Context: an optimization exercise on an open-source flow, tuned for small area and a short achievable clock period. The choices shown serve that exercise and are no tape-out recipe.
Only simulation tests tie the RTL to the original design; equivalence was not proved.

==> ember <==
Design DLL_RX_TOP, start of the top module:
module DLL_RX_TOP (
    input  wire         clk,
    input  wire         rst,
    input  wire         DL_Down,
    input  wire [127:0] I_DLL,
    input  wire         In_vld,
    input  wire [5:0]   In_len,
    input  wire         In_end,
    input  wire         In_type,
    input  wire         initiate_ack,
    input  wire         initiate_nak,
    output wire [127:0] Data_o,
    output wire         Data_vld,
    output wire         Data_end,
    output wire [5:0]   Data_len,
    output wire [11:0]  req_seq_num,
    output wire         schedule_ack,
    output wire         NAK_SCHEDULED,
    output wire         CRC_CHK_vld_dllp,
    output wire         ack_nak_time_out
);
Settings: LEC_CHECK=0, CAP_MARGIN=20, CORE_MARGIN=2, CORE_UTILIZATION=40, CTS_BUF_LIST=sky130_fd_sc_hd__clkbuf_8, CTS_CLUSTER_DIAMETER=90, CTS_CLUSTER_SIZE=16, SLEW_MARGIN=20, SYNTH_HIERARCHICAL=1; clock period 40.0 ns.
standard.sh (not shown) runs the stock make flow with config.mk's settings and CLKGATE_MAP_FILE= SYNTH_SCRIPT=/design/flow/synth_recipe.tcl, a recipe that flattens the netlist after the stock synthesis.
==> flow/flow/run.sh <==
#!/bin/bash
# The standard ORFS layout (standard.sh), with these changes:
#  - synthesis (hierarchical, SYNTH_HIERARCHICAL 1 in config.mk, then
#    flattened by synth_recipe.tcl) maps the largest LCRC XOR network
#    (lcrc_lo) with the standard ABC script, the DLLP check with a
#    delay-targeted one and the rest with an area-oriented one
#    (flow/synth.tcl, flow/abc_*.script);
#  - after synthesis, flow/netlist_edit.py splits each xor3/xnor3 cell into two
#    2-input cells and sets upsized combinational cells back to size 1 (same
#    netlist structure and registers; the layout's repair steps resize);
#  - ports are buffered with sky130_fd_sc_hd__buf_1 instead of the resizer's
#    default choice (a delay cell);
#  - repair_timing aims for 22 ns of setup slack, so it speeds up the
#    combinational DLLP check from the I_DLL ports to CRC_CHK_vld_dllp.
# ORFS writes each step's log under orfs/logs; make's output goes to
# synth.log and standard.log, the netlist edit's to netlist_edit.log.
set -eo pipefail
export FLOW_DIR=$PWD/flow
export FLOW_SYNTH_TCL=$PWD/synth_recipe.tcl
export ABC_SPEED_MODULES="lcrc_lo"
export ABC_DLLP_MODULES="CRC_CHK"
ARGS=(SYNTH_SCRIPT=$PWD/flow/synth.tcl BUFFER_PORTS_ARGS="-buffer_cell sky130_fd_sc_hd__buf_1" SETUP_SLACK_MARGIN=22)
RES=$PWD/orfs/results/$FLOW_PLATFORM/DLL_RX_TOP/base
bash standard.sh "${ARGS[@]}" synth > synth.log 2>&1
cp $RES/1_2_yosys.v $RES/1_2_yosys.orig.v
python3 flow/netlist_edit.py $RES/1_2_yosys.v \
  $FLOW_HOME/platforms/$FLOW_PLATFORM/lib/sky130_fd_sc_hd__tt_025C_1v80.lib > netlist_edit.log 2>&1
rm -f $RES/1_synth.odb $RES/1_synth.sdc
bash standard.sh "${ARGS[@]}" finish > standard.log 2>&1
==> flow/flow/abc_area.script <==
&get -n
&st
&dch
&nf -R 1000
&put
==> flow/flow/abc_dllp.script <==
strash
dch
map -D 1400
==> flow/flow/synth.tcl <==
# The standard flow's synthesis script (synth_recipe.tcl, unchanged) with one change to the
# ABC mapping: the modules listed in ABC_SPEED_MODULES (the largest LCRC XOR network)
# are mapped with the standard script, as in the standard flow's own synthesis, the
# modules in ABC_DLLP_MODULES (the DLLP check, the critical path) with
# flow/abc_dllp.script (delay-targeted), and everything else with
# flow/abc_area.script (area-oriented).  Registers are mapped before ABC and
# are not affected.
proc abc {args} {
  set i [lsearch -exact $args -script]
  set speed $args
  set dllp $args
  lset dllp [expr {$i + 1}] $::env(FLOW_DIR)/abc_dllp.script
  lset args [expr {$i + 1}] $::env(FLOW_DIR)/abc_area.script
  foreach m $::env(ABC_SPEED_MODULES) { yosys abc {*}$speed $m }
  foreach m $::env(ABC_DLLP_MODULES) { yosys abc {*}$dllp $m }
  yosys abc {*}$args
}
source $::env(FLOW_SYNTH_TCL)
Other scripts of this flow, unchanged in this note and not shown: flow/flow/netlist_edit.py
==> garnet: changes against ember <==
--- a/flow/design.v
+++ b/flow/design.v
@@ -17,15 +17,13 @@
     input  wire lat_timer_start,
     input  wire nak_scheduled,
     output reg  ack_nak_time_out
 );
     localparam [1:0] IDLE = 2'd0, RUN = 2'd1, HALT = 2'd2;
-    localparam [8:0] L300 = 9'h1A7;
     reg [1:0] st, st_n;
     reg [8:0] timer, timer_n;
     reg       to_r;
-    wire [8:0] timer_inc = {timer[7:0], ~(timer[8] ^ timer[4])};
     always @(posedge clk or negedge rst) begin
         if (!rst) begin st <= IDLE; timer <= 9'd0; to_r <= 1'b0; end
         else begin st <= st_n; timer <= timer_n; to_r <= ack_nak_time_out; end
     end
     always @(*) begin
@@ -36,14 +34,14 @@
             IDLE: begin
                 st_n    = lat_timer_start ? RUN : IDLE;
                 timer_n = {8'd0, lat_timer_start};
             end
             RUN: begin
-                if (timer == L300) begin
+                if (timer == 9'd300) begin
                     st_n = HALT; ack_nak_time_out = 1'b1; timer_n = timer;
                 end else begin
-                    timer_n = timer_inc;
+                    timer_n = timer + 9'd1;
                     if (nak_scheduled) st_n = HALT;
                     else begin st_n = RUN; ack_nak_time_out = 1'b0; end
                 end
             end
             HALT: st_n = lat_timer_start ? RUN : IDLE;
@@ -1213,12 +1211,11 @@
   assign q[28] = fn_s68;
   assign q[29] = fn_s71;
   assign q[30] = fn_s75;
   assign q[31] = fn_s77;
 endmodule
-module CRC_CHK (input wire [31:0] d, input wire [15:0] crc, input wire In_vld,
-                input wire In_type, output wire ok);
+module CRC_CHK (input wire [31:0] d, input wire [15:0] crc, output wire ok);
   wire [15:0] s;
   assign s[0] = d[4] ^ d[6] ^ d[7] ^ d[17] ^ d[23] ^ d[27] ^ d[30] ^ d[31] ^ crc[7] ^ crc[11] ^ 1'b1;
   assign s[1] = d[6] ^ d[9] ^ d[11] ^ d[13] ^ d[15] ^ d[17] ^ d[25] ^ d[27] ^ crc[9] ^ crc[11] ^ 1'b1;
   assign s[2] = d[5] ^ d[7] ^ d[8] ^ d[18] ^ d[24] ^ d[28] ^ d[31] ^ crc[0] ^ crc[8] ^ crc[12] ^ 1'b0;
   assign s[3] = d[6] ^ d[8] ^ d[9] ^ d[19] ^ d[25] ^ d[29] ^ crc[0] ^ crc[1] ^ crc[9] ^ crc[13] ^ 1'b1;
@@ -1232,11 +1229,11 @@
   assign s[11] = d[2] ^ d[11] ^ d[13] ^ d[14] ^ d[24] ^ d[30] ^ crc[2] ^ crc[4] ^ crc[5] ^ crc[6] ^ crc[14] ^ 1'b0;
   assign s[12] = d[7] ^ d[9] ^ d[10] ^ d[20] ^ d[26] ^ d[30] ^ crc[0] ^ crc[1] ^ crc[2] ^ crc[10] ^ crc[14] ^ 1'b1;
   assign s[13] = d[8] ^ d[10] ^ d[11] ^ d[21] ^ d[27] ^ d[31] ^ crc[1] ^ crc[2] ^ crc[3] ^ crc[11] ^ crc[15] ^ 1'b1;
   assign s[14] = d[2] ^ d[3] ^ d[4] ^ d[7] ^ d[8] ^ d[11] ^ d[12] ^ d[21] ^ d[22] ^ d[28] ^ crc[5] ^ crc[6] ^ 1'b1;
   assign s[15] = d[2] ^ d[3] ^ d[15] ^ d[16] ^ d[17] ^ d[20] ^ d[21] ^ d[24] ^ d[25] ^ crc[2] ^ crc[4] ^ crc[7] ^ 1'b0;
-  assign ok = In_vld & ~In_type & ~|s;
+  assign ok = ~|s;
 endmodule
 module DLL_RX_TOP (
     input  wire         clk,
     input  wire         rst,
     input  wire         DL_Down,
@@ -1366,11 +1363,12 @@
     wire q0 = ov2 & ~rp & ~zd0, q1 = ov2 & rp & ~zd1;
     assign Data_o[127:16] = ({112{h0}} & H0) | ({112{h1}} & H1) |
                             ({112{c0}} & C0) | ({112{c1}} & C1);
     assign Data_o[15:0]   = ({16{h0}} & B0) | ({16{h1}} & B1) |
                             ({16{q0}} & D0) | ({16{q1}} & D1);
-    CRC_CHK crc_checker (.d(I_DLL[127:96]), .crc(I_DLL[95:80]), .In_vld(In_vld),
-                         .In_type(In_type), .ok(CRC_CHK_vld_dllp));
+    wire dllp_ok;
+    CRC_CHK crc_checker (.d(I_DLL[127:96]), .crc(I_DLL[95:80]), .ok(dllp_ok));
+    assign CRC_CHK_vld_dllp = In_vld & ~In_type & dllp_ok;
     ack_nak_lat_timer latency_timer (
         .clk(clk), .rst(rst), .lat_timer_start(acc), .nak_scheduled(initiate_nak),
         .ack_nak_time_out(ack_nak_time_out));
 endmodule
==> flow/flow/run.sh (replaced) <==
#!/bin/bash
# The standard ORFS layout (standard.sh, with the standard flow's own synthesis), with
# these changes:
#  - after synthesis, flow/netlist_edit.py splits each xor3/xnor3 cell into two
#    2-input cells and sets upsized combinational cells back to size 1 (same
#    netlist structure and registers; the layout's repair steps resize);
#  - ports are buffered with sky130_fd_sc_hd__buf_1 instead of the resizer's
#    default choice (a delay cell);
#  - after global routing, repair_timing -recover_power 100 downsizes
#    gates off the critical path;
#  - repair_timing aims for 22 ns of setup slack, so it speeds up the
#    combinational DLLP check from the I_DLL ports to CRC_CHK_vld_dllp.
# ORFS writes each step's log under orfs/logs; make's output goes to
# synth.log and standard.log, the netlist edit's to netlist_edit.log.
set -eo pipefail
ARGS=(BUFFER_PORTS_ARGS="-buffer_cell sky130_fd_sc_hd__buf_1" SETUP_SLACK_MARGIN=22 RECOVER_POWER=100)
RES=$PWD/orfs/results/$FLOW_PLATFORM/DLL_RX_TOP/base
bash standard.sh "${ARGS[@]}" synth > synth.log 2>&1
cp $RES/1_2_yosys.v $RES/1_2_yosys.orig.v
python3 flow/netlist_edit.py $RES/1_2_yosys.v \
  $FLOW_HOME/platforms/$FLOW_PLATFORM/lib/sky130_fd_sc_hd__tt_025C_1v80.lib > netlist_edit.log 2>&1
rm -f $RES/1_synth.odb $RES/1_synth.sdc
bash standard.sh "${ARGS[@]}" finish > standard.log 2>&1
--- a/flow/config.mk
+++ b/flow/config.mk
@@ -7,9 +7,8 @@
 export LEC_CHECK = 0
 export CAP_MARGIN = 20
 export CORE_MARGIN = 2
 export CORE_UTILIZATION = 40
 export CTS_BUF_LIST = sky130_fd_sc_hd__clkbuf_8
-export CTS_CLUSTER_DIAMETER = 90
-export CTS_CLUSTER_SIZE = 16
+export CTS_CLUSTER_DIAMETER = 100
+export CTS_CLUSTER_SIZE = 14
 export SLEW_MARGIN = 20
-export SYNTH_HIERARCHICAL = 1
removed: flow/flow/abc_area.script
removed: flow/flow/abc_dllp.script
removed: flow/flow/synth.tcl
==> nickel: changes against ember <==
--- a/flow/design.v
+++ b/flow/design.v
@@ -17,15 +17,13 @@
     input  wire lat_timer_start,
     input  wire nak_scheduled,
     output reg  ack_nak_time_out
 );
     localparam [1:0] IDLE = 2'd0, RUN = 2'd1, HALT = 2'd2;
-    localparam [8:0] L300 = 9'h1A7;
     reg [1:0] st, st_n;
     reg [8:0] timer, timer_n;
     reg       to_r;
-    wire [8:0] timer_inc = {timer[7:0], ~(timer[8] ^ timer[4])};
     always @(posedge clk or negedge rst) begin
         if (!rst) begin st <= IDLE; timer <= 9'd0; to_r <= 1'b0; end
         else begin st <= st_n; timer <= timer_n; to_r <= ack_nak_time_out; end
     end
     always @(*) begin
@@ -36,14 +34,14 @@
             IDLE: begin
                 st_n    = lat_timer_start ? RUN : IDLE;
                 timer_n = {8'd0, lat_timer_start};
             end
             RUN: begin
-                if (timer == L300) begin
+                if (timer == 9'd300) begin
                     st_n = HALT; ack_nak_time_out = 1'b1; timer_n = timer;
                 end else begin
-                    timer_n = timer_inc;
+                    timer_n = timer + 9'd1;
                     if (nak_scheduled) st_n = HALT;
                     else begin st_n = RUN; ack_nak_time_out = 1'b0; end
                 end
             end
             HALT: st_n = lat_timer_start ? RUN : IDLE;
@@ -1213,12 +1211,11 @@
   assign q[28] = fn_s68;
   assign q[29] = fn_s71;
   assign q[30] = fn_s75;
   assign q[31] = fn_s77;
 endmodule
-module CRC_CHK (input wire [31:0] d, input wire [15:0] crc, input wire In_vld,
-                input wire In_type, output wire ok);
+module CRC_CHK (input wire [31:0] d, input wire [15:0] crc, output wire ok);
   wire [15:0] s;
   assign s[0] = d[4] ^ d[6] ^ d[7] ^ d[17] ^ d[23] ^ d[27] ^ d[30] ^ d[31] ^ crc[7] ^ crc[11] ^ 1'b1;
   assign s[1] = d[6] ^ d[9] ^ d[11] ^ d[13] ^ d[15] ^ d[17] ^ d[25] ^ d[27] ^ crc[9] ^ crc[11] ^ 1'b1;
   assign s[2] = d[5] ^ d[7] ^ d[8] ^ d[18] ^ d[24] ^ d[28] ^ d[31] ^ crc[0] ^ crc[8] ^ crc[12] ^ 1'b0;
   assign s[3] = d[6] ^ d[8] ^ d[9] ^ d[19] ^ d[25] ^ d[29] ^ crc[0] ^ crc[1] ^ crc[9] ^ crc[13] ^ 1'b1;
@@ -1232,11 +1229,11 @@
   assign s[11] = d[2] ^ d[11] ^ d[13] ^ d[14] ^ d[24] ^ d[30] ^ crc[2] ^ crc[4] ^ crc[5] ^ crc[6] ^ crc[14] ^ 1'b0;
   assign s[12] = d[7] ^ d[9] ^ d[10] ^ d[20] ^ d[26] ^ d[30] ^ crc[0] ^ crc[1] ^ crc[2] ^ crc[10] ^ crc[14] ^ 1'b1;
   assign s[13] = d[8] ^ d[10] ^ d[11] ^ d[21] ^ d[27] ^ d[31] ^ crc[1] ^ crc[2] ^ crc[3] ^ crc[11] ^ crc[15] ^ 1'b1;
   assign s[14] = d[2] ^ d[3] ^ d[4] ^ d[7] ^ d[8] ^ d[11] ^ d[12] ^ d[21] ^ d[22] ^ d[28] ^ crc[5] ^ crc[6] ^ 1'b1;
   assign s[15] = d[2] ^ d[3] ^ d[15] ^ d[16] ^ d[17] ^ d[20] ^ d[21] ^ d[24] ^ d[25] ^ crc[2] ^ crc[4] ^ crc[7] ^ 1'b0;
-  assign ok = In_vld & ~In_type & ~|s;
+  assign ok = ~|s;
 endmodule
 module DLL_RX_TOP (
     input  wire         clk,
     input  wire         rst,
     input  wire         DL_Down,
@@ -1366,11 +1363,12 @@
     wire q0 = ov2 & ~rp & ~zd0, q1 = ov2 & rp & ~zd1;
     assign Data_o[127:16] = ({112{h0}} & H0) | ({112{h1}} & H1) |
                             ({112{c0}} & C0) | ({112{c1}} & C1);
     assign Data_o[15:0]   = ({16{h0}} & B0) | ({16{h1}} & B1) |
                             ({16{q0}} & D0) | ({16{q1}} & D1);
-    CRC_CHK crc_checker (.d(I_DLL[127:96]), .crc(I_DLL[95:80]), .In_vld(In_vld),
-                         .In_type(In_type), .ok(CRC_CHK_vld_dllp));
+    wire dllp_ok;
+    CRC_CHK crc_checker (.d(I_DLL[127:96]), .crc(I_DLL[95:80]), .ok(dllp_ok));
+    assign CRC_CHK_vld_dllp = In_vld & ~In_type & dllp_ok;
     ack_nak_lat_timer latency_timer (
         .clk(clk), .rst(rst), .lat_timer_start(acc), .nak_scheduled(initiate_nak),
         .ack_nak_time_out(ack_nak_time_out));
 endmodule
==> flow/flow/run.sh (replaced) <==
#!/bin/bash
# The standard ORFS layout (standard.sh, with the standard flow's own synthesis), with
# these changes:
#  - after synthesis, flow/netlist_edit.py splits each xor3/xnor3 cell into two
#    2-input cells and sets upsized combinational cells back to size 1 (same
#    netlist structure and registers; the layout's repair steps resize);
#  - ports are buffered with sky130_fd_sc_hd__buf_1 instead of the resizer's
#    default choice (a delay cell);
#  - repair_timing aims for 22 ns of setup slack, so it speeds up the
#    combinational DLLP check from the I_DLL ports to CRC_CHK_vld_dllp.
# ORFS writes each step's log under orfs/logs; make's output goes to
# synth.log and standard.log, the netlist edit's to netlist_edit.log.
set -eo pipefail
ARGS=(BUFFER_PORTS_ARGS="-buffer_cell sky130_fd_sc_hd__buf_1" SETUP_SLACK_MARGIN=22)
RES=$PWD/orfs/results/$FLOW_PLATFORM/DLL_RX_TOP/base
bash standard.sh "${ARGS[@]}" synth > synth.log 2>&1
cp $RES/1_2_yosys.v $RES/1_2_yosys.orig.v
python3 flow/netlist_edit.py $RES/1_2_yosys.v \
  $FLOW_HOME/platforms/$FLOW_PLATFORM/lib/sky130_fd_sc_hd__tt_025C_1v80.lib > netlist_edit.log 2>&1
rm -f $RES/1_synth.odb $RES/1_synth.sdc
bash standard.sh "${ARGS[@]}" finish > standard.log 2>&1
--- a/flow/config.mk
+++ b/flow/config.mk
@@ -7,9 +7,8 @@
 export LEC_CHECK = 0
 export CAP_MARGIN = 20
 export CORE_MARGIN = 2
 export CORE_UTILIZATION = 40
 export CTS_BUF_LIST = sky130_fd_sc_hd__clkbuf_8
-export CTS_CLUSTER_DIAMETER = 90
-export CTS_CLUSTER_SIZE = 16
+export CTS_CLUSTER_DIAMETER = 100
+export CTS_CLUSTER_SIZE = 14
 export SLEW_MARGIN = 20
-export SYNTH_HIERARCHICAL = 1
removed: flow/flow/abc_area.script
removed: flow/flow/abc_dllp.script
removed: flow/flow/synth.tcl
==> qor summary <==
Run status: ember timing/DRC/antenna clean; garnet complete, but fails checks; nickel timing/DRC/antenna clean
Layout check failures: ember -; garnet capacitance limit, slew limit; nickel -
Die extent in y: ember 308 um; garnet 314 um; nickel 314 um
Worst-case reg-to-reg path depth: ember 18; garnet 7; nickel 16
Register-to-register setup slack: ember 33.22 ns; garnet 31.27 ns; nickel 33.65 ns
Maximum clock skew at final layout: ember 0.0583 ns; garnet 0.0918 ns; nickel 0.0977 ns
Antenna diode instance count: ember 3; garnet 5; nickel 6
Postcts setup bufs: ember 22; garnet 3; nickel 3
Placement-stage cell area: ember 39,400 um^2; garnet 41,400 um^2; nickel 41,400 um^2
Initial cell density of the core: ember 40.3%; garnet 40.4%; nickel 40.4%
Worst r2r src: ember R[24]; garnet st[1]; nickel R[25]
DRC violation total after the first TritonRoute iteration: ember 2,895; garnet 2,450; nickel 2,443
Post-synth net total: ember 3,207; garnet 3,468; nickel 3,468
Met2 wire len: ember 53.2 mm; garnet 57.2 mm; nickel 57.3 mm
Clk latency of the worst-skew pair: ember 0.72 ns; garnet 0.79 ns; nickel 0.79 ns
Post-layout utilization of the core: ember 44.9%; garnet 44.6%; nickel 45.2%
Multi-input comb cells: ember 2,219; garnet 2,448; nickel 2,448
First element of the critical path: ember I_DLL[111]; garnet I_DLL[109]; nickel I_DLL[80]
Hold path startpoint: ember dlen[3]; garnet dlen[1]; nickel dlen[1]
Count of pins over their slew limit: ember 0; garnet 712; nickel 0
Core Rows: ember 111; garnet 113; nickel 113
Antenna violations before repair: ember 3; garnet 2; nickel 3
Number of clock buffers inserted by TritonCTS: ember 50; garnet 55; nickel 55

==> what the ideal ports hide <==
No port has a modelled driver above. Below, the same layouts with a new extraction and two added sets of constraints. Step 1: set_driving_cell puts a clkbuf_16 on clk and a buf_2 on each other input, an assumption about the parent block. Step 2 also shifts input and output timing later by t, the mid clock arrival at the registers, as if the neighbouring blocks saw the same clock. Three values: no drivers, after step 1, after step 2; two values: the first two.
run | t (ns) | slack for setup (ns) | worst register clock-pin slew, ns | worst data-port slew with drivers (ns)
ember | 0.762 | 21.981 / 21.934 / 21.934 | 0.11 / 0.11 | 0.09
garnet | 0.809 | 20.460 / 20.432 / 20.432 | 0.11 / 0.11 | 0.08
nickel | 0.809 | 21.784 / 21.744 / 21.744 | 0.11 / 0.11 | 0.07
The setup slack of ember, which loses most, moves by -0.047 ns with the drivers and by -0.047 ns with both steps.
